From an optimization exercise on the open Yosys and OpenROAD flow, aimed at small area and a short achievable clock period; shortcuts taken in it are not production practice.
RTL that was checked went through simulation tests only; none was proved equivalent to the original.
For runs 1 and 5, only the layout was checked, not whether the RTL still works.

===== config.mk =====
export PLATFORM = sky130hd
export DESIGN_NAME = top
export DESIGN_NICKNAME = top
export VERILOG_FILES = /design/flow/design.v
export SDC_FILE = /design/flow/constraint.sdc
export NUM_CORES = 4
export LEC_CHECK = 0
export CAP_MARGIN = 20
export CORE_MARGIN = 2
export CORE_UTILIZATION = 60
export CTS_BUF_LIST = sky130_fd_sc_hd__clkbuf_4
export SLEW_MARGIN = 20
export SYNTH_HIERARCHICAL = 1

===== constraint.sdc =====
create_clock -name core_clock -period 10.0 [get_ports {clk}]
set_input_delay 2.0000 -clock core_clock [delete_from_list [all_inputs] [get_ports {clk}]]
set_output_delay 2.0000 -clock core_clock [all_outputs]
set_load 0.01 [all_outputs]

===== design.v =====
module fa (input a, input b, input c, output s, output co);
    assign s = a ^ b ^ c;
    assign co = (a & b) | (c & (a ^ b));
endmodule
module ha (input a, input b, output s, output co);
    assign s = a ^ b;
    assign co = a & b;
endmodule
module g_inv (input a, output y);
    assign y = ~a;
endmodule
module g_nand2 (input a, input b, output y);
    assign y = ~(a & b);
endmodule
module g_nor2 (input a, input b, output y);
    assign y = ~(a | b);
endmodule
module g_or2 (input a, input b, output y);
    assign y = a | b;
endmodule
module g_mux2i (input a0, input a1, input s, output y);
    assign y = ~(s ? a1 : a0);
endmodule
module g_and2 (input a, input b, output y);
    assign y = a & b;
endmodule
module g_and2b (input an, input b, output y);
    assign y = ~an & b;
endmodule
module g_nand2b (input an, input b, output y);
    assign y = ~(~an & b);
endmodule
module g_nor2b (input a, input bn, output y);
    assign y = ~(a | ~bn);
endmodule
module g_xor2 (input a, input b, output y);
    assign y = a ^ b;
endmodule
module g_xnor2 (input a, input b, output y);
    assign y = ~(a ^ b);
endmodule
module g_a21oi (input a1, input a2, input b1, output y);
    assign y = ~((a1 & a2) | b1);
endmodule
module g_o21ai (input a1, input a2, input b1, output y);
    assign y = ~((a1 | a2) & b1);
endmodule
module early (input [13:0] s, input [11:0] c, output [13:0] pb);
    wire e1s, e1c, e2s, e2c, e3s, e3c, e4s, e4c, e5s, e5c, e6s, e6c;
    wire e7s, e7c, e8s, e8c, e9s, e9c, e10s, e10c, e11s, e11c, e12s, e12c;
    wire e13, e14, e15, e16, e17, e18, e19, e20, e21, e22, e23, e24;
    wire e25, e26, e27, e28, e29, e30, e31, e32, e33, e34, e35, e36;
    wire e37, e38, e39, e40, e41, e42;
    ha i1 (s[0], c[0], e1s, e1c);
    ha i2 (s[1], c[1], e2s, e2c);
    ha i3 (s[2], c[2], e3s, e3c);
    ha i4 (s[4], c[3], e4s, e4c);
    ha i5 (s[5], c[4], e5s, e5c);
    ha i6 (s[6], c[5], e6s, e6c);
    ha i7 (s[7], c[6], e7s, e7c);
    ha i8 (s[8], c[7], e8s, e8c);
    ha i9 (s[9], c[8], e9s, e9c);
    ha i10 (s[10], c[9], e10s, e10c);
    ha i11 (s[11], c[10], e11s, e11c);
    ha i12 (s[12], c[11], e12s, e12c);
    g_a21oi i13 (e2s, e1c, e2c, e13);
    g_nand2 i14 (s[3], e3c, e14);
    g_nand2 i15 (s[3], e3s, e15);
    g_a21oi i16 (e5s, e4c, e5c, e16);
    g_nand2 i17 (e5s, e4s, e17);
    g_a21oi i18 (e7s, e6c, e7c, e18);
    g_nand2 i19 (e7s, e6s, e19);
    g_a21oi i20 (e9s, e8c, e9c, e20);
    g_nand2 i21 (e9s, e8s, e21);
    g_a21oi i22 (e11s, e10c, e11c, e22);
    g_nand2 i23 (e11s, e10s, e23);
    g_o21ai i24 (e15, e13, e14, e24);
    g_o21ai i25 (e19, e16, e18, e25);
    g_nor2 i26 (e19, e17, e26);
    g_o21ai i27 (e23, e20, e22, e27);
    g_nor2 i28 (e23, e21, e28);
    g_a21oi i29 (e26, e24, e25, e29);
    g_inv i30 (e29, e30);
    g_a21oi i31 (e28, e30, e27, e31);
    g_inv i32 (e24, e32);
    g_o21ai i33 (e17, e32, e16, e33);
    g_o21ai i34 (e21, e29, e20, e34);
    g_inv i35 (e13, e35);
    g_a21oi i36 (e3s, e35, e3c, e36);
    g_a21oi i37 (e4s, e24, e4c, e37);
    g_a21oi i38 (e6s, e33, e6c, e38);
    g_a21oi i39 (e8s, e30, e8c, e39);
    g_a21oi i40 (e10s, e34, e10c, e40);
    g_inv i41 (e31, e41);
    g_a21oi i42 (e12s, e41, e12c, e42);
    g_xor2 i43 (e1s, 1'b0, pb[0]);
    g_xor2 i44 (e2s, e1c, pb[1]);
    g_xor2 i45 (e3s, e13, pb[2]);
    g_xor2 i46 (s[3], e36, pb[3]);
    g_xnor2 i47 (e4s, e24, pb[4]);
    g_xor2 i48 (e5s, e37, pb[5]);
    g_xnor2 i49 (e6s, e33, pb[6]);
    g_xnor2 i50 (e7s, e38, pb[7]);
    g_xnor2 i51 (e8s, e29, pb[8]);
    g_xnor2 i52 (e9s, e39, pb[9]);
    g_xnor2 i53 (e10s, e34, pb[10]);
    g_xor2 i54 (e11s, e40, pb[11]);
    g_xor2 i55 (e12s, e31, pb[12]);
    g_xor2 i56 (s[13], e42, pb[13]);
endmodule
module late (input [13:0] pb, input [6:0] xr, output [13:0] y);
    wire w1, w3, w4, w5, w7, w8, w9, w10, w11, w12, w13, w14;
    wire w15, w16, w17, w18, w19, w20, w21, w22, w23, w24, w25, w26;
    wire w27, w28, w29, w30, w31, w32, w33, w34, w35, w36, w37, w38;
    wire w39, w40, w41, w42, w43, w44, w45, w46, w47, w48, w49, w50;
    wire w51, w52, w53, w54, w55, w56, w57, w58, w59, w60, w61, w62;
    wire w63, w64, w65, w66, w67, w68, w69, w70, w71, w72, w73, w74;
    wire w75, w76, w77, w78, w79, w80, w81, w82, w83, w84, w85, w86;
    wire w87, w88, w89, w98, w100, w101, w103, w104, w105, w107, w108, w109;
    wire w110, w112;
    g_nand2 i1 (pb[0], xr[0], w1);
    g_xor2 i2 (pb[0], xr[0], y[0]);
    g_nand2 i3 (pb[1], xr[1], w3);
    g_nor2 i4 (pb[1], xr[1], w4);
    g_xor2 i5 (pb[1], xr[1], w5);
    g_xnor2 i6 (w5, w1, y[1]);
    g_o21ai i7 (w4, w1, w3, w7);
    g_xnor2 i8 (xr[2], xr[0], w8);
    g_xor2 i9 (pb[2], w8, w9);
    g_nand2 i10 (xr[2], xr[0], w10);
    g_o21ai i11 (pb[2], w8, w10, w11);
    g_xnor2 i12 (xr[3], xr[1], w12);
    g_xor2 i13 (pb[3], w12, w13);
    g_nand2 i14 (xr[3], xr[1], w14);
    g_o21ai i15 (pb[3], w12, w14, w15);
    g_xnor2 i16 (xr[4], xr[2], w16);
    g_xor2 i17 (pb[4], w16, w17);
    g_nand2 i18 (xr[4], xr[2], w18);
    g_o21ai i19 (pb[4], w16, w18, w19);
    g_xnor2 i20 (xr[5], xr[3], w20);
    g_xor2 i21 (pb[5], w20, w21);
    g_nand2 i22 (xr[5], xr[3], w22);
    g_o21ai i23 (pb[5], w20, w22, w23);
    g_xor2 i24 (xr[6], xr[4], w24);
    g_xor2 i25 (pb[6], w24, w25);
    g_nand2b i26 (xr[6], xr[4], w26);
    g_o21ai i27 (pb[6], w24, w26, w27);
    g_xor2 i28 (pb[7], xr[5], w28);
    g_xnor2 i29 (pb[8], xr[6], w29);
    g_and2 i30 (pb[7], xr[5], w30);
    g_and2b i31 (xr[6], pb[8], w31);
    g_nand2 i32 (w9, w7, w32);
    g_nor2 i33 (w9, w7, w33);
    g_xnor2 i34 (pb[2], w7, w34);
    g_xnor2 i35 (w34, w8, w35);
    g_nand2 i36 (w13, w11, w36);
    g_nor2 i37 (w13, w11, w37);
    g_xnor2 i38 (pb[3], w11, w38);
    g_xnor2 i39 (w38, w12, w39);
    g_nand2 i40 (w17, w15, w40);
    g_nor2 i41 (w17, w15, w41);
    g_xnor2 i42 (pb[4], w15, w42);
    g_xnor2 i43 (w42, w16, w43);
    g_nand2 i44 (w21, w19, w44);
    g_nor2 i45 (w21, w19, w45);
    g_xnor2 i46 (pb[5], w19, w46);
    g_xnor2 i47 (w46, w20, w47);
    g_nand2 i48 (w25, w23, w48);
    g_nor2 i49 (w25, w23, w49);
    g_xnor2 i50 (pb[6], w23, w50);
    g_xnor2 i51 (w50, w24, w51);
    g_nand2 i52 (w28, w27, w52);
    g_nor2 i53 (w28, w27, w53);
    g_xor2 i54 (w28, w27, w54);
    g_nand2 i55 (w29, w30, w55);
    g_nor2 i56 (w29, w30, w56);
    g_xor2 i57 (w29, w30, w57);
    g_nand2 i58 (pb[9], w31, w58);
    g_nor2 i59 (pb[9], w31, w59);
    g_xor2 i60 (pb[9], w31, w60);
    g_o21ai i61 (w37, w32, w36, w61);
    g_o21ai i62 (w41, w36, w40, w62);
    g_nor2 i63 (w41, w37, w63);
    g_o21ai i64 (w45, w40, w44, w64);
    g_nor2 i65 (w45, w41, w65);
    g_o21ai i66 (w49, w44, w48, w66);
    g_nor2 i67 (w49, w45, w67);
    g_o21ai i68 (w53, w48, w52, w68);
    g_nor2 i69 (w53, w49, w69);
    g_o21ai i70 (w56, w52, w55, w70);
    g_nor2 i71 (w56, w53, w71);
    g_o21ai i72 (w59, w55, w58, w72);
    g_nor2 i73 (w59, w56, w73);
    g_inv i74 (w32, w74);
    g_a21oi i75 (w63, w74, w62, w75);
    g_a21oi i76 (w65, w61, w64, w76);
    g_a21oi i77 (w67, w62, w66, w77);
    g_nand2 i78 (w67, w63, w78);
    g_a21oi i79 (w69, w64, w68, w79);
    g_nand2 i80 (w69, w65, w80);
    g_a21oi i81 (w71, w66, w70, w81);
    g_nand2 i82 (w71, w67, w82);
    g_a21oi i83 (w73, w68, w72, w83);
    g_nand2 i84 (w73, w69, w84);
    g_o21ai i85 (w78, w32, w77, w85);
    g_inv i86 (w61, w86);
    g_o21ai i87 (w80, w86, w79, w87);
    g_o21ai i88 (w82, w75, w81, w88);
    g_o21ai i89 (w84, w76, w83, w89);
    g_xor2 i90 (w35, 1'b0, y[2]);
    g_xnor2 i91 (w39, w32, y[3]);
    g_xor2 i92 (w43, w61, y[4]);
    g_xnor2 i93 (w47, w75, y[5]);
    g_xnor2 i94 (w51, w76, y[6]);
    g_xor2 i95 (w54, w85, y[7]);
    g_xor2 i96 (w57, w87, y[8]);
    g_xor2 i97 (w60, w88, y[9]);
    g_inv i98 (pb[10], w98);
    g_mux2i i99 (w98, pb[10], w89, y[10]);
    g_xnor2 i100 (pb[11], pb[10], w100);
    g_inv i101 (w100, w101);
    g_mux2i i102 (w101, pb[11], w89, y[11]);
    g_nand2 i103 (pb[11], pb[10], w103);
    g_xor2 i104 (pb[12], w103, w104);
    g_inv i105 (w104, w105);
    g_mux2i i106 (w105, pb[12], w89, y[12]);
    g_nand2b i107 (w103, pb[12], w107);
    g_xnor2 i108 (pb[13], w107, w108);
    g_inv i109 (w108, w109);
    g_inv i110 (pb[13], w110);
    g_mux2i i111 (w109, w110, w89, y[13]);
    g_nand2b i112 (pb[13], w107, w112);
endmodule
module top #(parameter m = 7) (
    input clk,
    input signed [m-1:0] noise_in,
    output reg signed [2*m-1:0] filter_out
);
    reg [6:0] d0, d1, d2, d3, d4, d5, d6, d7;
    reg [21:0] r2;
    reg [13:0] s1;
    reg [11:0] c1;
    wire n1, n2, n3, n4, n5, n6, n7, n8, n9, n10, n11, n12;
    wire n13, n14, n15, n16, n17, n18, n19, n20, n21, n22, n23, n24;
    wire n25, n26, n27, n28, n29, n30, n31, n32, n33, n34, n35, n36;
    wire n37, n38, n39, n40, n41, n42, n43, n44, n45, n46, n47, n48;
    wire n49, n50, n51, n52, n53, n54, n55, n56, n57, n58, n59, n60;
    wire n61, n62, n63, n64, n65, n66, n67, n68, n69, n70, n71, n72;
    wire n73, n74, n75, n76, n77, n78, n79, n80, n81, n82, n83, n84;
    wire n85, n86, n87, n88, n89, n90, n91, n92, n93, n94, n95, n96;
    wire n97, n98, n99, n100, n101, n102, n103, n104, n105, n106, n107, n108;
    wire n109, n110, n111, n112, n113, n114, n115, n116, n117, n118, n119, n120;
    wire n121, n122, n123, n124, n125, n126, n127, n128, n129, n130, n131, n132;
    wire n133, n134, n135, n136, n137, n138, n139, n140, n141, n142, n143, n144;
    wire n145, n146, n147, n148, n149, n150, n151, n152, n153, n154, n155, n156;
    wire n157, n158, n159, n160, n161, n162, n163, n164, n165, n166, n167, n168;
    wire n169, n170, n171, n172, n173, n174, n175, n176, n177, n178, n179, n180;
    wire n181, n182, n183, n184, n185, n186, n187, n188, n189, n190, n191, n192;
    wire n193, n194, n195, n196, n197, n198, n199, n200, n201, n202, n203, n204;
    wire n205, n206, n207, n208, n209, n210, n211, n212, n213, n214, n215, n216;
    wire n217, n218, n219, n220, n221, n222, n223, n224, n225, n226, n227, n228;
    wire n229, n230, n231, n232, n233, n234, n235, n236, n237, n238, n239, n240;
    wire n241, n242, n243, n244, n245, n246, n247, n248, n249, n250, n251, n252;
    wire n253, n254, n255, n256;
    fa u1 (d3[0], ~d4[0], d5[0], n1, n2);
    fa u2 (d2[0], d3[1], ~d4[1], n3, n4);
    fa u3 (d5[0], d5[1], d7[1], n5, n6);
    fa u4 (d2[1], d3[2], ~d4[2], n7, n8);
    fa u5 (d5[1], d5[2], d7[0], n9, n10);
    fa u6 (d2[2], d3[3], ~d4[3], n11, n12);
    fa u7 (d5[0], d5[2], d5[3], n13, n14);
    fa u8 (d6[0], d7[1], d7[3], n15, n16);
    fa u9 (d2[0], d2[3], d3[0], n17, n18);
    fa u10 (d3[4], d4[0], ~d4[4], n19, n20);
    fa u11 (d5[1], d5[3], d5[4], n21, n22);
    fa u12 (d6[1], d7[2], d7[4], n23, n24);
    fa u13 (d2[1], d2[4], d3[1], n25, n26);
    fa u14 (d3[5], d4[1], ~d4[5], n27, n28);
    fa u15 (d5[2], d5[4], d5[5], n29, n30);
    fa u16 (d6[2], d7[3], d7[5], n31, n32);
    fa u17 (d2[2], d2[5], d3[2], n33, n34);
    fa u18 (d3[6], d4[2], ~d4[6], n35, n36);
    fa u19 (d5[3], d5[5], d5[6], n37, n38);
    fa u20 (d6[3], d7[4], d7[6], n39, n40);
    fa u21 (d2[3], d2[6], d3[3], n41, n42);
    fa u22 (d4[3], d5[4], d5[6], n43, n44);
    fa u23 (d2[4], d3[4], d4[4], n45, n46);
    fa u24 (d5[5], d6[5], d7[6], n47, n48);
    fa u25 (d2[5], d3[5], d4[5], n49, n50);
    fa u26 (d2[6], d3[6], d4[6], n51, n52);
    fa u27 (d7[2], n4, n6, n53, n54);
    fa u28 (n12, n14, n16, n55, n56);
    fa u29 (n18, n20, n22, n57, n58);
    fa u30 (n26, n28, n30, n59, n60);
    fa u31 (d6[4], d7[5], n34, n61, n62);
    fa u32 (n36, n38, n40, n63, n64);
    fa u33 (d5[6], d6[6], n46, n65, n66);
    fa u34 (n2, n3, n5, n67, n68);
    fa u35 (n8, n10, n11, n69, n70);
    fa u36 (n17, n19, n21, n71, n72);
    fa u37 (n24, n25, n27, n73, n74);
    fa u38 (n32, n33, n35, n75, n76);
    fa u39 (n42, n44, n45, n77, n78);
    fa u40 (n13, n15, n54, n79, n80);
    fa u41 (n29, n31, n56, n81, n82);
    fa u42 (n37, n39, n58, n83, n84);
    fa u43 (n41, n43, n60, n85, n86);
    fa u44 (n47, n62, n64, n87, n88);
    fa u45 (n50, n51, n66, n89, n90);
    fa u46 (n7, n9, n53, n91, n92);
    fa u47 (n23, n55, n70, n93, n94);
    fa u48 (n61, n63, n76, n95, n96);
    fa u49 (n48, n49, n65, n97, n98);
    fa u50 (n57, n72, n73, n99, n100);
    fa u51 (n59, n74, n75, n101, n102);
    fa u52 (n69, n79, n92, n103, n104);
    fa u53 (n77, n86, n87, n105, n106);
    fa u54 (n82, n83, n100, n107, n108);
    fa u55 (n84, n85, n102, n109, n110);
    fa u56 (n71, n80, n93, n111, n112);
    fa u57 (n78, n88, n97, n113, n114);
    fa u58 (n81, n94, n99, n115, n116);
    fa u59 (n96, n105, n110, n117, n118);
    fa u60 (n89, n98, n114, n119, n120);
    fa u61 (n101, n107, n116, n121, n122);
    fa u62 (n95, n108, n109, n123, n124);
    fa u63 (r2[6], r2[7], d0[1], n125, n126);
    ha u64 (d0[3], d0[4], n127, n128);
    fa u65 (r2[8], r2[9], d0[2], n129, n130);
    fa u66 (d0[4], d0[5], d1[1], n131, n132);
    ha u67 (~d1[5], d2[1], n133, n134);
    fa u68 (r2[10], d0[3], d0[5], n135, n136);
    fa u69 (d0[6], d1[2], ~d1[6], n137, n138);
    ha u70 (d2[2], d2[6], n139, n140);
    fa u71 (r2[11], r2[12], d0[4], n141, n142);
    fa u72 (d0[6], d1[3], d2[3], n143, n144);
    ha u73 (r2[13], r2[14], n145, n146);
    fa u74 (r2[15], r2[16], r2[17], n147, n148);
    ha u75 (r2[0], r2[1], n149, n150);
    fa u76 (r2[2], d0[0], d0[1], n151, n152);
    ha u77 (~d1[1], d2[1], n153, n154);
    fa u78 (r2[3], r2[4], d0[1], n155, n156);
    fa u79 (d0[2], ~d1[2], d2[2], n157, n158);
    fa u80 (r2[5], d0[0], d0[2], n159, n160);
    fa u81 (d0[3], ~d1[3], d2[3], n161, n162);
    fa u82 (d1[0], ~d1[4], d2[0], n163, n164);
    fa u83 (d2[4], n127, n125, n165, n166);
    fa u84 (d2[5], n128, n133, n167, n168);
    fa u85 (n126, n129, n131, n169, n170);
    fa u86 (n134, n139, n130, n171, n172);
    fa u87 (n132, n135, n137, n173, n174);
    fa u88 (n140, n136, n138, n175, n176);
    g_xnor2 u89s (n141, n143, n177);
    g_or2 u89c (n141, n143, n178);
    fa u90 (d0[5], d1[4], d2[4], n179, n180);
    fa u91 (n145, n142, n144, n181, n182);
    fa u92 (d0[6], d1[5], d2[5], n183, n184);
    g_xnor2 u93s (n146, n147, n185);
    g_or2 u93c (n146, n147, n186);
    fa u94 (r2[18], d1[6], d2[6], n187, n188);
    ha u95 (d0[0], ~d1[0], n189, n190);
    fa u96 (n150, n153, n151, n191, n192);
    fa u97 (n154, n152, n155, n193, n194);
    fa u98 (n156, n158, n159, n195, n196);
    fa u99 (n160, n162, n163, n197, n198);
    fa u100 (n164, n167, n166, n199, n200);
    fa u101 (n168, n170, n171, n201, n202);
    fa u102 (n172, n174, n175, n203, n204);
    fa u103 (n179, n176, n178, n205, n206);
    fa u104 (n180, n183, n182, n207, n208);
    fa u105 (n184, n148, n187, n209, n210);
    fa u106 (r2[19], r2[20], r2[21], n211, n212);
    ha u107 (d2[0], n149, n213, n214);
    g_xnor2 u108s (n190, n191, n215);
    g_or2 u108c (n190, n191, n216);
    fa u109 (n157, n192, n193, n217, n218);
    fa u110 (n161, n194, n195, n219, n220);
    fa u111 (n196, n165, n197, n221, n222);
    fa u112 (n198, n169, n199, n223, n224);
    fa u113 (n173, n200, n201, n225, n226);
    fa u114 (n177, n202, n203, n227, n228);
    fa u115 (n181, n204, n205, n229, n230);
    fa u116 (n185, n206, n207, n231, n232);
    fa u117 (n186, n209, n208, n233, n234);
    fa u118 (n188, n211, n210, n235, n236);
    fa u119 (n218, n219, noise_in[0], n237, n238);
    fa u120 (n220, n221, noise_in[1], n239, n240);
    fa u121 (n222, noise_in[2], n223, n241, n242);
    fa u122 (n224, noise_in[3], n225, n243, n244);
    fa u123 (n226, noise_in[4], n227, n245, n246);
    fa u124 (n228, noise_in[5], n229, n247, n248);
    fa u125 (n231, n230, ~noise_in[6], n249, n250);
    ha u126 (n232, n233, n251, n252);
    ha u127 (n235, n234, n253, n254);
    ha u128 (n212, n236, n255, n256);
    wire [13:0] pb, y;
    early u_early (s1, c1, pb);
    late u_late (pb, noise_in, y);
    always @(posedge clk) begin
        d0 <= {~noise_in[6], noise_in[5:0]};
        d1 <= d0;
        d2 <= d1;
        d3 <= d2;
        d4 <= d3;
        d5 <= d4;
        d6 <= d5;
        d7 <= d6;
        r2 <= {n120, n90, n52, n119, n118, n113, n106, n124, n117, n123, n122, n121, n115, n112, n111, n104, n103, n91, n68, n67, n1, d7[0]};
        s1 <= {n256, n254, n252, n250, n248, n246, n244, n242, n240, n238, n237, n216, n214, n189};
        c1 <= {n255, n253, n251, n249, n247, n245, n243, n241, n239, n217, n215, n213};
        filter_out <= y;
    end
endmodule

===== flow/run.sh =====
#!/bin/bash
# The standard ORFS layout with these changes:
# * the port buffers are buf_4 cells instead of the delay buffer that
#   buffer_ports picks by default (about half a nanosecond on every input);
# * from clock-tree synthesis on, the standard repair_timing steps aim for
#   6.95 ns of setup slack, resizing and swapping pins only, so that the few
#   paths from the input port get larger gates; the constraints (10 ns clock,
#   2 ns input and output delays) are unchanged;
# * clock-tree synthesis inserts no dummy loads (cells that only add load to
#   balance the tree: about 200 um2 of this small design's area);
# * after floorplanning, logic cells that synthesis gave a drive strength
#   above 1 are set back to drive 1 (flow/downsize.tcl); repair upsizes them
#   again where needed.
set -euo pipefail
export BUFFER_PORTS_ARGS="-buffer_cell sky130_fd_sc_hd__buf_4"
export CTS_ARGS="-sink_clustering_enable -repair_clock_nets -buf_list sky130_fd_sc_hd__clkbuf_4 -dont_use_dummy_load"
bash standard.sh floorplan > standard_floorplan.log 2>&1
ODB=orfs/results/sky130hd/top/base/2_floorplan.odb openroad -no_init -exit flow/downsize.tcl > downsize.log 2>&1
bash standard.sh place > standard_place.log 2>&1
export SETUP_SLACK_MARGIN=6.95
export SETUP_MOVE_SEQUENCE=sizeup,swap
bash standard.sh finish > standard_finish.log 2>&1

===== flow/downsize.tcl =====
# After floorplanning: every logic cell that synthesis mapped to a drive
# strength above 1 becomes the drive-1 cell of the same function; the later
# repair steps upsize again wherever slew, load or timing call for it.
set odb $::env(ODB)
read_db $odb
set db [ord::get_db]
set n 0
foreach inst [[ord::get_db_block] getInsts] {
  set m [[$inst getMaster] getName]
  if {[regexp {^(sky130_fd_sc_hd__(a21oi|o21ai|nor2b|nand2b|nor2|nand2|xor2|xnor2|inv|a21o|o21a|and2|or2|and2b))_([2-9]|1[0-9])$} $m -> base]} {
    set small [$db findMaster ${base}_1]
    if {$small ne "NULL" && $small ne ""} {
      if {[$inst swapMaster $small]} { incr n }
    }
  }
}
puts "downsized $n cells"
write_db $odb

===== standard.sh =====
#!/bin/bash
# synth_recipe.tcl (not shown) runs the flow's synth.tcl, then flattens the netlist and writes it again
# the make line also repeats each setting of config.mk as NAME=value (left out here)
make -C /OpenROAD-flow-scripts/flow DESIGN_CONFIG=/design/flow/config.mk WORK_HOME=/design/flow/orfs CLKGATE_MAP_FILE= SYNTH_SCRIPT=/design/flow/synth_recipe.tcl "${@:-finish}"

==> results of run 1 <==
==> modules after synthesis, one instance, submodules excluded, excerpt <==
| module | cells | flip-flops and latches | copies in the design |
|---|---|---|---|
| g_a21oi | 1 | 0 | 19 |
| g_and2 | 1 | 0 | 1 |
| ha | 1 | 0 | 23 |
| g_xnor2 | 1 | 0 | 30 |
| g_nand2b | 1 | 0 | 2 |
| g_or2 | 1 | 0 | 3 |
| g_nor2 | 1 | 0 | 16 |
| g_mux2i | 1 | 0 | 4 |
==> sequential cells by signal (all words and copies together) (netlist names) <==
name	cells
r2	22
d7	7
s1	14
filter_out	14
d2	7
d5	7
d4	7
d3	7
d1	7
d6	7
c1	12
d0	7
==> path summary, 6_finish.rpt <==
check,startpoint,end,slack (ps),depth (start not counted)
max reg2reg,d2[2],r2[12],7060,5
min,d6[5],d7[5],340,0
min reg2reg,d6[5],d7[5],340,0
max,noise_in[2],filter_out[13],6950,8
==> layer usage <==
| metal | global-route usage (%) | share of wire [%] |
|---|---|---|
| met1 | 24.7 | 41 |
| met2 | 35.9 | 54 |
| met3 | 5.89 | 3.6 |
| met4 | 6.76 | 1.0 |
| met5 | 0 | 0 |
==> final cells by class <==
cell class	instances	area (sq um)
timing repair buffer	21	178
fill	734	3120
inverter	26	97.6
clock buffer	17	128
tap	133	166
multi-input combinational	288	3710
sequential	118	2370
==> cells by family (layout without fill, tap and decap cells) <==
logic type                 after synthesis  in the layout  share of synthesized area (%)
buffers and inverters                   26             64                           1.61
and+or+nand+nor                         48             48                           3.39
DFF                                    118            118                           39.0
muxes                                    4              4                          0.662
AOI/OAI and AO/OA                       41             41                           4.57
adders and majority gates              137            137                           42.5
other                                    2              2                          0.124
xor gates and xnor gates                56             56                           8.11
==> metrics by stage <==
| step | hold WS, ps | util, % | std cells | setup WS [ps] |
|---|---|---|---|---|
| global placement | 361 | 64.4 | 586 | 6040 |
| finish | 342 | 68.0 | 603 | 6950 |
| CTS | 347 | 66.3 | 603 | 6950 |
| detailed placement | 369 | 64.4 | 586 | 5970 |
| global route | 344 | 68.0 | 603 | 6930 |
| floorplan | 349 | - | 432 | 6480 |
==> cell usage in the layout, fill, tap and decap left out, types with 13 or more instances in the layout <==
master / count
inv_1: 26
ha_1: 23
dfxtp_1: 114
a21oi_1: 15
clkbuf_4: 17
nand2_1: 24
xor2_1: 23
o21ai_1: 13
fa_1: 114
xnor2_1: 25
buf_4: 18
==> what timing repair did <==
item                                    4_1_cts  5_1_grt
pin swaps                                     3        9
endpoints found under the setup margin        7       10
resized for setup                            11       33
hold buffers                                  0        0
==> out/metrics.cfg, run 1 <==
[logic_synthesis]
syn-num-nets = 577
ys_types = 16
synth_area_leader_cell = dfxtp_1
synthCells = 432
ys.warnings.count = 7
ys_seq_elements = 118
synth_top_flop_cell = dfxtp_1
syn_area_sq_um = 6050
synth_edf_count = 0
async_flop_share_pct = 0
ys_seq_area_share_pct = 39.0
synth_commonest_cells = dfxtp_1, fa_1, xnor2_1
synth.most_common_cell = dfxtp_1
synth.avg_cell_area_sq_um = 14.0
netlist.area_leader.share_pct = 39.0
synth_area_leaders = dfxtp_1, fa_1, ha_1, xnor2_1, xor2_1

[clock_tree]
clk_pin_slew_ps = 100
cts_buffers = 17
cts.sinks = 118
root_buffer = clkbuf_4
clock_path_buffers = 2
cts_tree = built
htree_levels = 4
insertion_delay_ps = 490
post_cts.repair.setup_buffers = 0

[worst_setup_path]
crit_chain = buf_12 > xnor2_4 > xor2_1 > nand2_2 > o21ai_4 > a21oi_4 > o21ai_4 > mux2i_1
critical_path.top_delay_family = compound AO/OA/AOI/OAI gates
path_max_fanout = 6
worstPathArrival_ps = 3470
cpPeakStageDelay_ps = 280
critical_path.n_buffers_inverters = 1
endpoint_kind = flip-flop
required_ps = 10420
crit_slowest_cell = o21ai_4
crit_path_start_kind = input pin
path_class = in2reg
path_common_cell = o21ai_4

[grt]
grt_first_pass_wirelength_microns = 16700
overflow = 0
antenna_found_initial = 0
grt_pass1_vias = 3518
grt_max_degree = 17
track_usage_pct = 20.6

[layout]
area_growth_pct = 9.93
finalInstanceArea_sq_um = 6650
finalNetCount = 617
layout-drive-gt1-share_pct = 14.7
n_antenna_cell = 0

[route]
drc = 0
routed_wl_microns = 9720
vias_per_cell = 5.10
drt-initial-drc-count = 98
vias = 3074
ant_nets = 0
dr.pass1.iters = 5
wl_per_cell_microns = 16.1

[timing]
setup_viol = 0
fmax_ghz = 0.328
hold_viol = 0
rsz0062_at_grt = yes
post-route-period-util_pct = 30.5
maxSlewViolCount = 0
finClkSkew_ps = 30.2
worst_pin_slew_ps = 547
setup_tns_ps = 0
max_slew_margin_pct = 63.3
post-route-min-period_ps = 3050

[die]
die-area_sq_um = 10900
boundaryPins = 22
chipHeight_microns = 104
std_cell_rows = 36
initial_utilization_pct = 61.9
coreArea_sq_um = 9770
fp.dieW_microns = 104

[outcome]
status = timing/DRC/antenna clean

[placed_design]
gp_congestion = 0.812
placed_area_sq_um = 6290
port_buffers = 21
place_hpwl_microns = 7760

[flow_run]
maxCapViolations = 0

[hold_path]
hp-class = reg2reg

==> inputs of run 2 (changes only) <==
--- a/design.v
+++ b/design.v
@@ -118,4 +118,4 @@
     wire w75, w76, w77, w78, w79, w80, w81, w82, w83, w84, w85, w86;
-    wire w87, w88, w89, w98, w100, w101, w103, w104, w105, w107, w108, w109;
-    wire w110, w112;
+    wire w87, w88, w89, w89d, w99, w101, w102, w104, w105, w106, w108, w109;
+    wire w110, w111, w113;
     g_nand2 i1 (pb[0], xr[0], w1);
@@ -217,17 +217,18 @@
     g_xor2 i97 (w60, w88, y[9]);
-    g_inv i98 (pb[10], w98);
-    g_mux2i i99 (w98, pb[10], w89, y[10]);
-    g_xnor2 i100 (pb[11], pb[10], w100);
-    g_inv i101 (w100, w101);
-    g_mux2i i102 (w101, pb[11], w89, y[11]);
-    g_nand2 i103 (pb[11], pb[10], w103);
-    g_xor2 i104 (pb[12], w103, w104);
-    g_inv i105 (w104, w105);
-    g_mux2i i106 (w105, pb[12], w89, y[12]);
-    g_nand2b i107 (w103, pb[12], w107);
-    g_xnor2 i108 (pb[13], w107, w108);
-    g_inv i109 (w108, w109);
-    g_inv i110 (pb[13], w110);
-    g_mux2i i111 (w109, w110, w89, y[13]);
-    g_nand2b i112 (pb[13], w107, w112);
+    g_o21ai id89 (w84, w76, w83, w89d);
+    g_inv i99 (pb[10], w99);
+    g_mux2i i100 (w99, pb[10], w89, y[10]);
+    g_xnor2 i101 (pb[11], pb[10], w101);
+    g_inv i102 (w101, w102);
+    g_mux2i i103 (w102, pb[11], w89, y[11]);
+    g_nand2 i104 (pb[11], pb[10], w104);
+    g_xor2 i105 (pb[12], w104, w105);
+    g_inv i106 (w105, w106);
+    g_mux2i i107 (w106, pb[12], w89d, y[12]);
+    g_nand2b i108 (w104, pb[12], w108);
+    g_xnor2 i109 (pb[13], w108, w109);
+    g_inv i110 (w109, w110);
+    g_inv i111 (pb[13], w111);
+    g_mux2i i112 (w110, w111, w89d, y[13]);
+    g_nand2b i113 (pb[13], w108, w113);
 endmodule
--- a/flow/run.sh
+++ b/flow/run.sh
@@ -15,3 +15,3 @@
 export BUFFER_PORTS_ARGS="-buffer_cell sky130_fd_sc_hd__buf_4"
-export CTS_ARGS="-sink_clustering_enable -repair_clock_nets -buf_list sky130_fd_sc_hd__clkbuf_4 -dont_use_dummy_load"
+export CTS_ARGS="-sink_clustering_enable -sink_clustering_size 10 -sink_clustering_max_diameter 30 -repair_clock_nets -buf_list sky130_fd_sc_hd__clkbuf_4 -dont_use_dummy_load"
 bash standard.sh floorplan > standard_floorplan.log 2>&1
==> out/metrics.cfg, run 2 <==
[timing]
rsz0062_at_grt = yes
max_slew_margin_pct = 65.9
post-route-period-util_pct = 30.0
setup_tns_ps = 0
post-route-min-period_ps = 3000
maxSlewViolCount = 0
fin_ws_ps = 7000
setup_viol = 0
worst_pin_slew_ps = 508
hold_viol = 0
finClkSkew_ps = 45.2
fmax_ghz = 0.334

[grt]
grt_first_pass_wirelength_microns = 17300
grt_max_degree = 17
grt_pass1_vias = 3627
antenna_found_initial = 0
overflow = 0
track_usage_pct = 21.3

[layout]
top_register = r2
multi_input_area_sq_um = 3700
seqCellArea_sq_um = 2370
n_antenna_cell = 0
finalNetCount = 618
mostFrequentLayoutCells = fa_1, dfxtp_1, inv_1, xnor2_1, xor2_1
final_common_cell = fa_1
reg_top3 = r2 x22, filter_out x14, s1 x14
largest_reg_flops = 22
fin_cells = 604
fill_cells = 758
layout-drive-gt1-share_pct = 15.1
area_growth_pct = 9.34

[worst_setup_path]
rr_worst_depth = 5
path_class = in2reg
required_ps = 10430
endpoint_kind = flip-flop
path_max_fanout = 6
crit_path_start_kind = input pin
worstPathArrival_ps = 3420
r2r-end = r2[10]
worst_r2r_startpoint = d3[1]
reg2reg_slack_ps = 7070

[logic_synthesis]
synth_xor_area_share_pct = 8.10
synth_simple_gate_area_share_pct = 3.39
synth.avg_cell_area_sq_um = 14.0
ys_seq_area_share_pct = 39.0
ys_types = 16
synth.most_common_cell = dfxtp_1
syn-num-nets = 578
synth_compound_area_share_pct = 4.65
synth_area_leader_cell = dfxtp_1
synth_top_family_by_area = adder cells
synth_commonest_cells = dfxtp_1, fa_1, xnor2_1
ys.warnings.count = 7
netlist.area_leader.share_pct = 39.0
syn_area_sq_um = 6050
ys_seq_elements = 118
synthCells = 433
synth_fa_ha_area_share_pct = 42.4
synth_top_flop_cell = dfxtp_1
async_flop_share_pct = 0
synth_edf_count = 0
muxShareOfSynthArea_pct = 0.661
synth_area_leaders = dfxtp_1, fa_1, ha_1, xnor2_1, xor2_1

[die]
boundaryPins = 22
chipHeight_microns = 104
initial_utilization_pct = 61.9
die-area_sq_um = 10900
coreArea_sq_um = 9770
std_cell_rows = 36
fp.dieW_microns = 104

[placed_design]
gp_congestion = 0.835
dp_slack_ps = 6110
port_buffers = 21
placed_cells = 587
place_hpwl_microns = 8150

[hold_path]
holdPathEnd = d2[1]
worstHoldPathCells = 0
hold_start = d1[1]
hp-class = reg2reg

[route]
drt-initial-drc-count = 74
dr.pass1.iters = 4
vias = 3036
drc = 0
wl_per_cell_microns = 16.5
ant_nets = 0
vias_per_cell = 5.03
routed_wl_microns = 9950

[clock_tree]
insertion_delay_ps = 530
cts_buffers = 17
post_cts.repair.setup_buffers = 0
cts_tree = built
clock_path_buffers = 2
htree_levels = 4
clk_pin_slew_ps = 120
cts.sinks = 118
root_buffer = clkbuf_4

[flow_run]
maxCapViolations = 0

[outcome]
status = timing/DRC/antenna clean

-- run 2: cell types whose count changed after synthesis, sizes merged --
cell | before | now
o21ai | 22 | 23
-- run 2: worst max path at each step --
stage                           start              to  slack [ps]  cells past startpoint
final                     noise_in[3]  filter_out[10]        7000                      8
after global routing      noise_in[0]  filter_out[10]        6920                      8
after CTS                 noise_in[0]  filter_out[12]        6940                      8
after detailed placement  noise_in[0]  filter_out[13]        6110                      8
after global placement    noise_in[0]  filter_out[13]        6230                      8
after floorplan           noise_in[0]  filter_out[10]        6610                      7
-- run 2: area by class of cell --
type | count | share of cell area [%]
repair buffers | 21 | 2.44
flip-flops and latches | 118 | 35.8
well taps | 133 | 2.51
inverters | 26 | 1.47
clock buffers | 17 | 1.93
multi-input cells | 289 | 55.8
-- run 2: cell families (layout without fill, tap and decap cells) --
logic type,Yosys count,count (layout)
fa+ha+maj,137,137
flops,118,118
xor+xnor,56,56
simple gates,48,48
compound gates,42,42
buf+inv,26,64
mux,4,4
other cells,2,2
-- run 2: modules after synthesis, one instance, submodules excluded, a selection --
module    cell area, sq um  flops+latches  cells inside  times used
early                 3.75              0             1           1
top                   2420            118           133           1
g_nand2               3.75              0             1          25
g_a21oi               8.76              0             1          19
g_nor2                3.75              0             1          16
fa                    20.0              0             1         114
g_and2                6.26              0             1           1
late                  3.75              0             1           1
g_and2b               13.8              0             1           1
g_xnor2               8.76              0             1          30
g_or2                 6.26              0             1           3
g_nand2b              6.26              0             1           2
g_mux2i               10.0              0             1           4
g_o21ai               5.00              0             1          23
ha                    12.5              0             1          23
-- run 2: through the flow --
| step | hold slack (ps) | utilization [%] | instance area (sq um) |
|---|---|---|---|
| 4_1_cts | 379 | 66.1 | 6460 |
| 2_1_floorplan | 349 | - | 6050 |
| 3_3_place_gp | 370 | 64.5 | 6300 |
| 6_report | 362 | 67.7 | 6620 |
| 5_1_grt | 377 | 67.7 | 6620 |
| 3_5_place_dp | 366 | 64.5 | 6300 |
-- run 2: timing repair --
item	4_1_cts	5_1_grt
endpoints found under the setup margin	5	10
gates resized for setup	8	33
pin swaps	1	8
hold buffers	0	0
-- run 2: critical path, cell delays in order --
cell and delay, ps:
buf_4 160, xnor2_2 260, xor2_1 240, nor2_2 90, nor2_2 190, a21oi_4 110
o21ai_2 180, mux2i_1 200
-- run 2: layer usage --
metal / routed length [microns] / GRT usage, % / share of wire [%] / vias to the layer above
li1: - / - / - / 1437
met2: 5320 / 36.7 / 53 / 42
met4: 173 / 7.34 / 1.7 / 0
met5: 0 / 0 / 0 / -
met1: 4130 / 25.7 / 42 / 1543
met3: 326 / 6.02 / 3.3 / 14
==> inputs of run 3 (changes only) <==
--- a/flow/run.sh
+++ b/flow/run.sh
@@ -15,3 +15,3 @@
 export BUFFER_PORTS_ARGS="-buffer_cell sky130_fd_sc_hd__buf_4"
-export CTS_ARGS="-sink_clustering_enable -sink_clustering_size 10 -sink_clustering_max_diameter 30 -repair_clock_nets -buf_list sky130_fd_sc_hd__clkbuf_4 -dont_use_dummy_load"
+export CTS_ARGS="-sink_clustering_enable -repair_clock_nets -buf_list sky130_fd_sc_hd__clkbuf_4 -dont_use_dummy_load -sink_buffer_max_cap_derate 0.5"
 bash standard.sh floorplan > standard_floorplan.log 2>&1
==> out/metrics.cfg, run 3 <==
[outcome]
status = timing/DRC/antenna clean

[logic_synthesis]
ys_types = 16
syn_area_sq_um = 6050
synth_commonest_cells = dfxtp_1, fa_1, xnor2_1
syn-num-nets = 578
synth_edf_count = 0
ys_seq_elements = 118
synth.avg_cell_area_sq_um = 14.0
synth_top_flop_cell = dfxtp_1
synth_area_leader_cell = dfxtp_1
ys_seq_area_share_pct = 39.0
synthCells = 433
netlist.area_leader.share_pct = 39.0
synth_area_leaders = dfxtp_1, fa_1, ha_1, xnor2_1, xor2_1
synth.most_common_cell = dfxtp_1
ys.warnings.count = 7
async_flop_share_pct = 0

[clock_tree]
post_cts.repair.setup_buffers = 0
cts_buffers = 17
cts.sinks = 118
cts_tree = built
htree_levels = 4
insertion_delay_ps = 530
clk_pin_slew_ps = 120
clock_path_buffers = 2
root_buffer = clkbuf_4

[timing]
worst_pin_slew_ps = 508
post-route-min-period_ps = 3000
fin_ws_ps = 7000
setup_viol = 0
rsz0062_at_grt = yes
max_slew_margin_pct = 65.9
finClkSkew_ps = 45.2
setup_tns_ps = 0
maxSlewViolCount = 0
hold_viol = 0
fmax_ghz = 0.334
post-route-period-util_pct = 30.0

[die]
chipHeight_microns = 104
std_cell_rows = 36
fp.dieW_microns = 104
die-area_sq_um = 10900
initial_utilization_pct = 61.9
coreArea_sq_um = 9770
boundaryPins = 22

[worst_setup_path]
rr_worst_depth = 5
worstPathArrival_ps = 3420
required_ps = 10430
r2r-end = r2[10]
reg2reg_slack_ps = 7070
path_class = in2reg
path_max_fanout = 6
worst_r2r_startpoint = d3[1]
endpoint_kind = flip-flop
crit_path_start_kind = input pin

[grt]
grt_pass1_vias = 3627
overflow = 0
grt_first_pass_wirelength_microns = 17300
track_usage_pct = 21.3
grt_max_degree = 17
antenna_found_initial = 0

[layout]
seqCellArea_sq_um = 2370
finalNetCount = 618
n_antenna_cell = 0
largest_reg_flops = 22
multi_input_area_sq_um = 3700
area_growth_pct = 9.34
fill_cells = 758
top_register = r2
reg_top3 = r2 x22, filter_out x14, s1 x14
final_common_cell = fa_1
layout-drive-gt1-share_pct = 15.1
mostFrequentLayoutCells = fa_1, dfxtp_1, inv_1, xnor2_1, xor2_1

[hold_path]
holdPathEnd = d2[1]
hp-class = reg2reg
hold_start = d1[1]
worstHoldPathCells = 0

[route]
routed_wl_microns = 9950
vias_per_cell = 5.03
ant_nets = 0
drc = 0
vias = 3036
drt-initial-drc-count = 74
dr.pass1.iters = 4
wl_per_cell_microns = 16.5

[placed_design]
dp_slack_ps = 6110
gp_congestion = 0.835
place_hpwl_microns = 8150
port_buffers = 21

[flow_run]
maxCapViolations = 0

==> run 3: cell counts in the layout (fill, tap and decap cells not counted) <==
Identical to the previous run, type by type.
==> run 3: kinds of logic (layout without fill, tap and decap cells) <==
| group | Yosys count | in the layout | share of synthesized area (%) |
|---|---|---|---|
| compound gates | 42 | 42 | 4.65 |
| simple gates | 48 | 48 | 3.39 |
| other cells | 2 | 2 | 0.124 |
| fa+ha+maj | 137 | 137 | 42.4 |
| mux | 4 | 4 | 0.661 |
| buf+inv | 26 | 64 | 1.61 |
| xor+xnor | 56 | 56 | 8.10 |
| flops | 118 | 118 | 39.0 |
==> run 3: worst max-delay path by stage <==
stage | from | to | slack, ps | depth (start not counted)
3_3_place_gp | noise_in[0] | filter_out[13] | 6230 | 8
3_5_place_dp | noise_in[0] | filter_out[13] | 6110 | 8
6_report | noise_in[3] | filter_out[10] | 7000 | 8
5_1_grt | noise_in[0] | filter_out[10] | 6920 | 8
4_1_cts | noise_in[0] | filter_out[12] | 6940 | 8
2_1_floorplan | noise_in[0] | filter_out[10] | 6610 | 7
==> run 3: timing repair <==
action / 4_1_cts / 5_1_grt
gates resized for setup: 8 / 33
hold buffers: 0 / 0
pin swaps: 1 / 8
setup endpoints to repair: 5 / 10
==> run 3: cell type report <==
cell class	instances	area share (%)
Inverter	26	1.47
Timing Repair Buffer	21	2.44
Clock buffer	17	1.93
Tap cell	133	2.51
Sequential cell	118	35.8
Multi-Input combinational cell	289	55.8
==> run 3: per-stage QoR <==
step / hold slack (ps) / std cells / utilization [%] / cell area (sq um)
finish: 362 / 604 / 67.7 / 6620
global route: 377 / 604 / 67.7 / 6620
CTS: 379 / 604 / 66.1 / 6460
detailed placement: 366 / 587 / 64.5 / 6300
global placement: 370 / 587 / 64.5 / 6300
floorplan: 349 / 433 / - / 6050
==> run 3: routing by layer <==
metal	wire, microns	global-route usage, %
met1	4130	25.7
met4	173	7.34
met3	326	6.02
met5	0	0
met2	5320	36.7
==> run 3: worst max-delay path, cell delays in order <==
cell and delay, ps:
buf_4 160, xnor2_2 260, xor2_1 240, nor2_2 90
nor2_2 190, a21oi_4 110, o21ai_2 180, mux2i_1 200
==> run 3: Yosys stat by module (local to each module, per instance), excerpt <==
module,flip-flops and latches,cells,cell area [sq um]
g_or2,0,1,6.26
g_nand2,0,1,3.75
g_and2b,0,1,13.8
g_nand2b,0,1,6.26
g_and2,0,1,6.26
g_inv,0,1,3.75
late,0,1,3.75
g_xnor2,0,1,8.76
g_a21oi,0,1,8.76
g_mux2i,0,1,10.0
g_xor2,0,1,8.76
==> inputs of run 4 (changes only) <==
--- a/flow/run.sh
+++ b/flow/run.sh
@@ -15,3 +15,3 @@
 export BUFFER_PORTS_ARGS="-buffer_cell sky130_fd_sc_hd__buf_4"
-export CTS_ARGS="-sink_clustering_enable -repair_clock_nets -buf_list sky130_fd_sc_hd__clkbuf_4 -dont_use_dummy_load -sink_buffer_max_cap_derate 0.5"
+export CTS_ARGS="-sink_clustering_enable -repair_clock_nets -buf_list sky130_fd_sc_hd__clkbuf_4 -dont_use_dummy_load"
 bash standard.sh floorplan > standard_floorplan.log 2>&1
==> out/metrics.cfg, run 4 <==
[grt]
grt_first_pass_wirelength_microns = 17300
grt_pass1_vias = 3627
grt_max_degree = 17
overflow = 0
track_usage_pct = 21.3
antenna_found_initial = 0

[die]
chipHeight_microns = 104
std_cell_rows = 36
die-area_sq_um = 10900
fp.dieW_microns = 104
initial_utilization_pct = 61.9
coreArea_sq_um = 9770
boundaryPins = 22

[route]
routed_wl_microns = 9950
drc = 0
wl_per_cell_microns = 16.5
ant_nets = 0
dr.pass1.iters = 4
vias_per_cell = 5.03
vias = 3036
drt-initial-drc-count = 74

[logic_synthesis]
async_flop_share_pct = 0
synth_area_leader_cell = dfxtp_1
ys_seq_elements = 118
synthCells = 433
synth_edf_count = 0
ys.warnings.count = 7
syn_area_sq_um = 6050
synth.avg_cell_area_sq_um = 14.0
syn-num-nets = 578
ys_seq_area_share_pct = 39.0
synth_area_leaders = dfxtp_1, fa_1, ha_1, xnor2_1, xor2_1
synth.most_common_cell = dfxtp_1
netlist.area_leader.share_pct = 39.0
ys_types = 16
synth_commonest_cells = dfxtp_1, fa_1, xnor2_1
synth_top_flop_cell = dfxtp_1

[timing]
max_slew_margin_pct = 65.9
post-route-min-period_ps = 3000
maxSlewViolCount = 0
finClkSkew_ps = 45.2
worst_pin_slew_ps = 508
hold_viol = 0
whs_ps = 362
setup_tns_ps = 0
rsz0062_at_grt = yes
fmax_ghz = 0.334
setup_viol = 0
post-route-period-util_pct = 30.0

[worst_setup_path]
path_class = in2reg
path_max_fanout = 6
path_common_cell = nor2_2
crit_path_start_kind = input pin
cpPeakStageDelay_ps = 260
critical_path.top_delay_family = XOR/XNOR gates
endpoint_kind = flip-flop
crit_slowest_cell = xnor2_2
critical_path.n_buffers_inverters = 1
required_ps = 10430
crit_chain = buf_4 > xnor2_2 > xor2_1 > nor2_2 > nor2_2 > a21oi_4 > o21ai_2 > mux2i_1
worstPathArrival_ps = 3420

[layout]
top_register = r2
fill_cells = 758
n_antenna_cell = 0
finalNetCount = 618
fin_cells = 604
area_growth_pct = 9.34
final_common_cell = fa_1
mostFrequentLayoutCells = fa_1, dfxtp_1, inv_1, xnor2_1, xor2_1
layout-drive-gt1-share_pct = 15.1
finish.utilization_pct = 67.7
largest_reg_flops = 22
reg_top3 = r2 x22, filter_out x14, s1 x14

[clock_tree]
post_cts.repair.setup_buffers = 0
cts_tree = built
cts.sinks = 118
htree_levels = 4
clk_pin_slew_ps = 120
insertion_delay_ps = 530
cts_buffers = 17
hold_buffers = 0
clock_path_buffers = 2
root_buffer = clkbuf_4

[placed_design]
gp_congestion = 0.835
place_hpwl_microns = 8150
port_buffers = 21
placed_cells = 587

[flow_run]
maxCapViolations = 0

[outcome]
status = timing/DRC/antenna clean

[hold_path]
hp-class = reg2reg

## run 4: path summary, 6_finish.rpt
check | from | endpoint | slack, ps | cells after the start
setup reg to reg | d3[1] | r2[10] | 7070 | 5
setup / recovery | noise_in[3] | filter_out[10] | 7000 | 8
hold / removal | d1[1] | d2[1] | 360 | 0
hold reg to reg | d1[1] | d2[1] | 360 | 0
## run 4: logic make-up (layout without fill, tap and decap cells)
family | Yosys count | after routing | share of synthesized area, %
AOI/OAI and AO/OA | 42 | 42 | 4.65
other | 2 | 2 | 0.124
adders and majority gates | 137 | 137 | 42.4
buffers and inverters | 26 | 64 | 1.61
xor gates and xnor gates | 56 | 56 | 8.10
and+or+nand+nor | 48 | 48 | 3.39
muxes | 4 | 4 | 0.661
DFF | 118 | 118 | 39.0
## run 4: cell type report
cell class	instances	area (sq um)	area share [%]
well taps	133	166	2.51
inverters	26	97.6	1.47
clock buffers	17	128	1.93
repair buffers	21	161	2.44
multi-input cells	289	3700	55.8
flip-flops and latches	118	2370	35.8
## run 4: Yosys stat by module (local to each module, per instance), excerpt
module   cells  flip-flops and latches
g_and2b      1                       0
ha           1                       0
g_nor2       1                       0
early        1                       0
top        133                     118
g_mux2i      1                       0
g_or2        1                       0
## run 4: per-layer routing
layer	GRT usage (%)	share of wire (%)	vias up
met4	7.34	1.7	0
met5	0	0	-
met1	25.7	42	1543
li1	-	-	1437
met3	6.02	3.3	14
met2	36.7	53	42
## run 4: metrics by stage
step	area (sq um)	worst slack, ps
6_report	6620	7000
5_1_grt	6620	6920
4_1_cts	6460	6940
3_5_place_dp	6300	6110
3_3_place_gp	6300	6230
2_1_floorplan	6050	6610
## run 4: what timing repair did
action                                 CTS  global route
gates resized for setup                  8            33
pin swaps                                1             8
setup endpoints to repair                5            10
gates cloned                             0             0
endpoints found under the hold margin    0             0
## run 4: worst register-to-register path, cell delays in order, from the launching register on
cell     delay [ps]
dfxtp_1         460
fa_1            480
fa_1            480
fa_1            400
fa_1            520
fa_1            430
==> inputs of run 5 (changes only) <==
--- a/design.v
+++ b/design.v
@@ -48,8 +48,8 @@
 module early (input [13:0] s, input [11:0] c, output [13:0] pb);
-    wire e1s, e1c, e2s, e2c, e3s, e3c, e4s, e4c, e5s, e5c, e6s, e6c;
-    wire e7s, e7c, e8s, e8c, e9s, e9c, e10s, e10c, e11s, e11c, e12s, e12c;
-    wire e13, e14, e15, e16, e17, e18, e19, e20, e21, e22, e23, e24;
-    wire e25, e26, e27, e28, e29, e30, e31, e32, e33, e34, e35, e36;
-    wire e37, e38, e39, e40, e41, e42;
-    ha i1 (s[0], c[0], e1s, e1c);
+    wire e1c, e2s, e2c, e3s, e3c, e4s, e4c, e5s, e5c, e6s, e6c, e7s;
+    wire e7c, e8s, e8c, e9s, e9c, e10s, e10c, e11s, e11c, e12s, e12c, e13;
+    wire e14, e15, e16, e17, e18, e19, e20, e21, e22, e23, e24, e25;
+    wire e26, e27, e28, e29, e30, e31, e32, e33, e34, e35, e36, e37;
+    wire e38, e39, e40, e41, e42;
+    ha i1 (s[0], c[0], pb[0], e1c);
     ha i2 (s[1], c[1], e2s, e2c);
@@ -95,3 +95,2 @@
     g_a21oi i42 (e12s, e41, e12c, e42);
-    g_xor2 i43 (e1s, 1'b0, pb[0]);
     g_xor2 i44 (e2s, e1c, pb[1]);
@@ -113,9 +112,9 @@
     wire w15, w16, w17, w18, w19, w20, w21, w22, w23, w24, w25, w26;
-    wire w27, w28, w29, w30, w31, w32, w33, w34, w35, w36, w37, w38;
-    wire w39, w40, w41, w42, w43, w44, w45, w46, w47, w48, w49, w50;
-    wire w51, w52, w53, w54, w55, w56, w57, w58, w59, w60, w61, w62;
-    wire w63, w64, w65, w66, w67, w68, w69, w70, w71, w72, w73, w74;
-    wire w75, w76, w77, w78, w79, w80, w81, w82, w83, w84, w85, w86;
-    wire w87, w88, w89, w89d, w99, w101, w102, w104, w105, w106, w108, w109;
-    wire w110, w111, w113;
+    wire w27, w28, w29, w30, w31, w32, w33, w34, w36, w37, w38, w39;
+    wire w40, w41, w42, w43, w44, w45, w46, w47, w48, w49, w50, w51;
+    wire w52, w53, w54, w55, w56, w57, w58, w59, w60, w61, w62, w63;
+    wire w64, w65, w66, w67, w68, w69, w70, w71, w72, w73, w74, w75;
+    wire w76, w77, w78, w79, w80, w81, w82, w83, w84, w85, w86, w87;
+    wire w88, w89, w89d, w99, w101, w102, w104, w105, w106, w108, w109, w110;
+    wire w111, w113;
     g_nand2 i1 (pb[0], xr[0], w1);
@@ -154,3 +153,3 @@
     g_xnor2 i34 (pb[2], w7, w34);
-    g_xnor2 i35 (w34, w8, w35);
+    g_xnor2 i35 (w34, w8, y[2]);
     g_nand2 i36 (w13, w11, w36);
@@ -209,3 +208,2 @@
     g_o21ai i89 (w84, w76, w83, w89);
-    g_xor2 i90 (w35, 1'b0, y[2]);
     g_xnor2 i91 (w39, w32, y[3]);
==> out/metrics.cfg, run 5 <==
[logic_synthesis]
synthCells = 429
synth_area_leader_cell = dfxtp_1
synth_commonest_cells = dfxtp_1, fa_1, xnor2_1
netlist.area_leader.share_pct = 39.2
synth.most_common_cell = dfxtp_1
ys.warnings.count = 7
syn-num-nets = 574
ys_seq_area_share_pct = 39.2
synth_area_leaders = dfxtp_1, fa_1, ha_1, xnor2_1, xor2_1
async_flop_share_pct = 0
ys_types = 15
synth_edf_count = 0
synth.avg_cell_area_sq_um = 14.1
ys_seq_elements = 118
syn_area_sq_um = 6030
synth_top_flop_cell = dfxtp_1

[timing]
hold_viol = 0
whs_ps = 370
setup_viol = 0
post-route-period-util_pct = 30.4
rsz0062_at_grt = yes
max_slew_margin_pct = 65.4
finClkSkew_ps = 38.7
post-route-min-period_ps = 3040
fmax_ghz = 0.329
maxSlewViolCount = 0
worst_pin_slew_ps = 517
setup_tns_ps = 0

[grt]
grt_pass1_vias = 3525
grtUsageMet2_pct = 35.8
grt_first_pass_wirelength_microns = 16600
overflow = 0
top_usage_layer = met2
track_usage_pct = 20.6
grt_max_degree = 17
grtUsageMet3_pct = 4.57
antenna_found_initial = 0
grt_util_met1_pct = 24.9

[worst_setup_path]
crit_path_start_kind = input pin
setup.worst_path.start = noise_in[2]
required_ps = 10420
endpoint_kind = flip-flop
worst_r2r_startpoint = d2[0]
path_class = in2reg
path_max_fanout = 6
worstPathArrival_ps = 3450

[route]
routed_wl_microns = 9530
vias = 3012
drc = 0
wl_per_cell_microns = 15.9
drt-initial-drc-count = 91
ant_nets = 0
dr.pass1.iters = 4
vias_per_cell = 5.02

[clock_tree]
insertion_delay_ps = 500
htree_levels = 4
clock_path_buffers = 2
post_cts.repair.setup_buffers = 0
cts_buffers = 17
cts_tree = built
hold_buffers = 0
cts.sinks = 118
root_buffer = clkbuf_4
clk_pin_slew_ps = 100

[layout]
top_register = r2
layout-drive-gt1-share_pct = 15.2
mostFrequentLayoutCells = fa_1, dfxtp_1, inv_1, xnor2_1, nand2_1
fill_cells = 734
area_growth_pct = 9.65
largest_reg_flops = 22
finalInstanceArea_sq_um = 6610
multi_input_area_sq_um = 3690
seqCellArea_sq_um = 2370
reg_top3 = r2 x22, filter_out x14, s1 x14
finalNetCount = 614
n_antenna_cell = 0

[placed_design]
place_hpwl_microns = 7750
gp_congestion = 0.815
placed_area_sq_um = 6270
port_buffers = 21

[die]
std_cell_rows = 36
initial_utilization_pct = 61.7
coreArea_sq_um = 9770
boundaryPins = 22
die-area_sq_um = 10900
chipHeight_microns = 104
fp.dieW_microns = 104

[hold_path]
hold_start = d7[0]
hp-class = reg2reg

[flow_run]
maxCapViolations = 0

[outcome]
status = timing/DRC/antenna clean

==> run 5: cell type report <==
class	instances	area share [%]
Multi-Input combinational cell	285	55.9
Tap cell	133	2.52
Sequential cell	118	35.8
Inverter	26	1.48
Clock buffer	17	1.93
Timing Repair Buffer	21	2.38
==> run 5: worst paths after layout <==
check              endpoint  slack, ps  depth (start not counted)
min                   r2[0]        370                          0
max reg2reg          r2[10]       7090                          5
max          filter_out[13]       6960                          8
min reg2reg           r2[0]        370                          0
==> run 5: modules after synthesis (local to each module, per instance), a selection <==
| module | cells | flip-flops and latches | times used |
|---|---|---|---|
| g_a21oi | 1 | 0 | 19 |
| g_and2b | 1 | 0 | 1 |
| g_inv | 1 | 0 | 11 |
| g_nand2 | 1 | 0 | 25 |
| g_nand2b | 1 | 0 | 2 |
| g_o21ai | 1 | 0 | 23 |
| top | 133 | 118 | 1 |
==> run 5: worst max-delay path, stage by stage <==
cell and delay, ps:
buf_4 170, xnor2_4 240, xor2_2 200, nand2_1 130
o21ai_2 200, a21oi_2 90, o21ai_2 210, mux2i_1 220
==> run 5: metrics by stage <==
step | utilization (%) | setup WS, ps | cells
after floorplan | - | 6610 | 429
after global placement | 64.2 | 6220 | 583
after detailed placement | 64.2 | 6130 | 583
after CTS | 66.1 | 6940 | 600
after global routing | 67.6 | 6880 | 600
final | 67.6 | 6960 | 600
==> run 5: repair_timing <==
item / CTS / global route
resized for setup: 12 / 27
endpoints found under the setup margin: 5 / 9
pin swaps: 1 / 3
==> run 5: routing by layer <==
layer	up-vias	part of all wire [%]
li1	1423	-
met1	1526	42
met2	48	53
met3	15	3.4
met4	0	1.7
met5	-	0
==> run 5: kinds of logic after synthesis <==
group / Yosys count / share of synthesized area [%]
buf+inv: 26 / 1.62
mux: 4 / 0.664
flops: 118 / 39.2
fa+ha+maj: 137 / 42.6
xor+xnor: 54 / 7.84
simple gates: 48 / 3.40
compound gates: 42 / 4.67

afterwards: timing with drivers on the ports:
How much do the figures lean on ideal ports? The routed layouts below were timed once more, with nothing changed but the port constraints. Step 1 assumes that a clkbuf_16 drives the clock port and a buf_2 every other input. Step 2 moves the port delays by t, midway between the first and last clock arrival at a register: inputs arrive t later, outputs are due t later. That takes back most of the time a late clock gives input paths. a / b / c = ideal / step 1 / step 2; a / b = the first two.
| run | t, ns | setup slack, ns | worst setup path after step 2 | worst register clock-pin slew, ns |
|---|---|---|---|---|
| run 1 | 0.508 | 6.953 / 6.937 / 6.429 | input to register | 0.10 / 0.10 |
| run 2 | 0.536 | 7.004 / 6.996 / 6.476 | input to register | 0.12 / 0.12 |
| run 3 | 0.536 | 7.004 / 6.996 / 6.476 | input to register | 0.12 / 0.12 |
| run 4 | 0.536 | 7.004 / 6.996 / 6.476 | input to register | 0.12 / 0.12 |
| run 5 | 0.509 | 6.964 / 6.972 / 6.463 | input to register | 0.10 / 0.10 |
After both steps setup and hold are still met in every run listed.
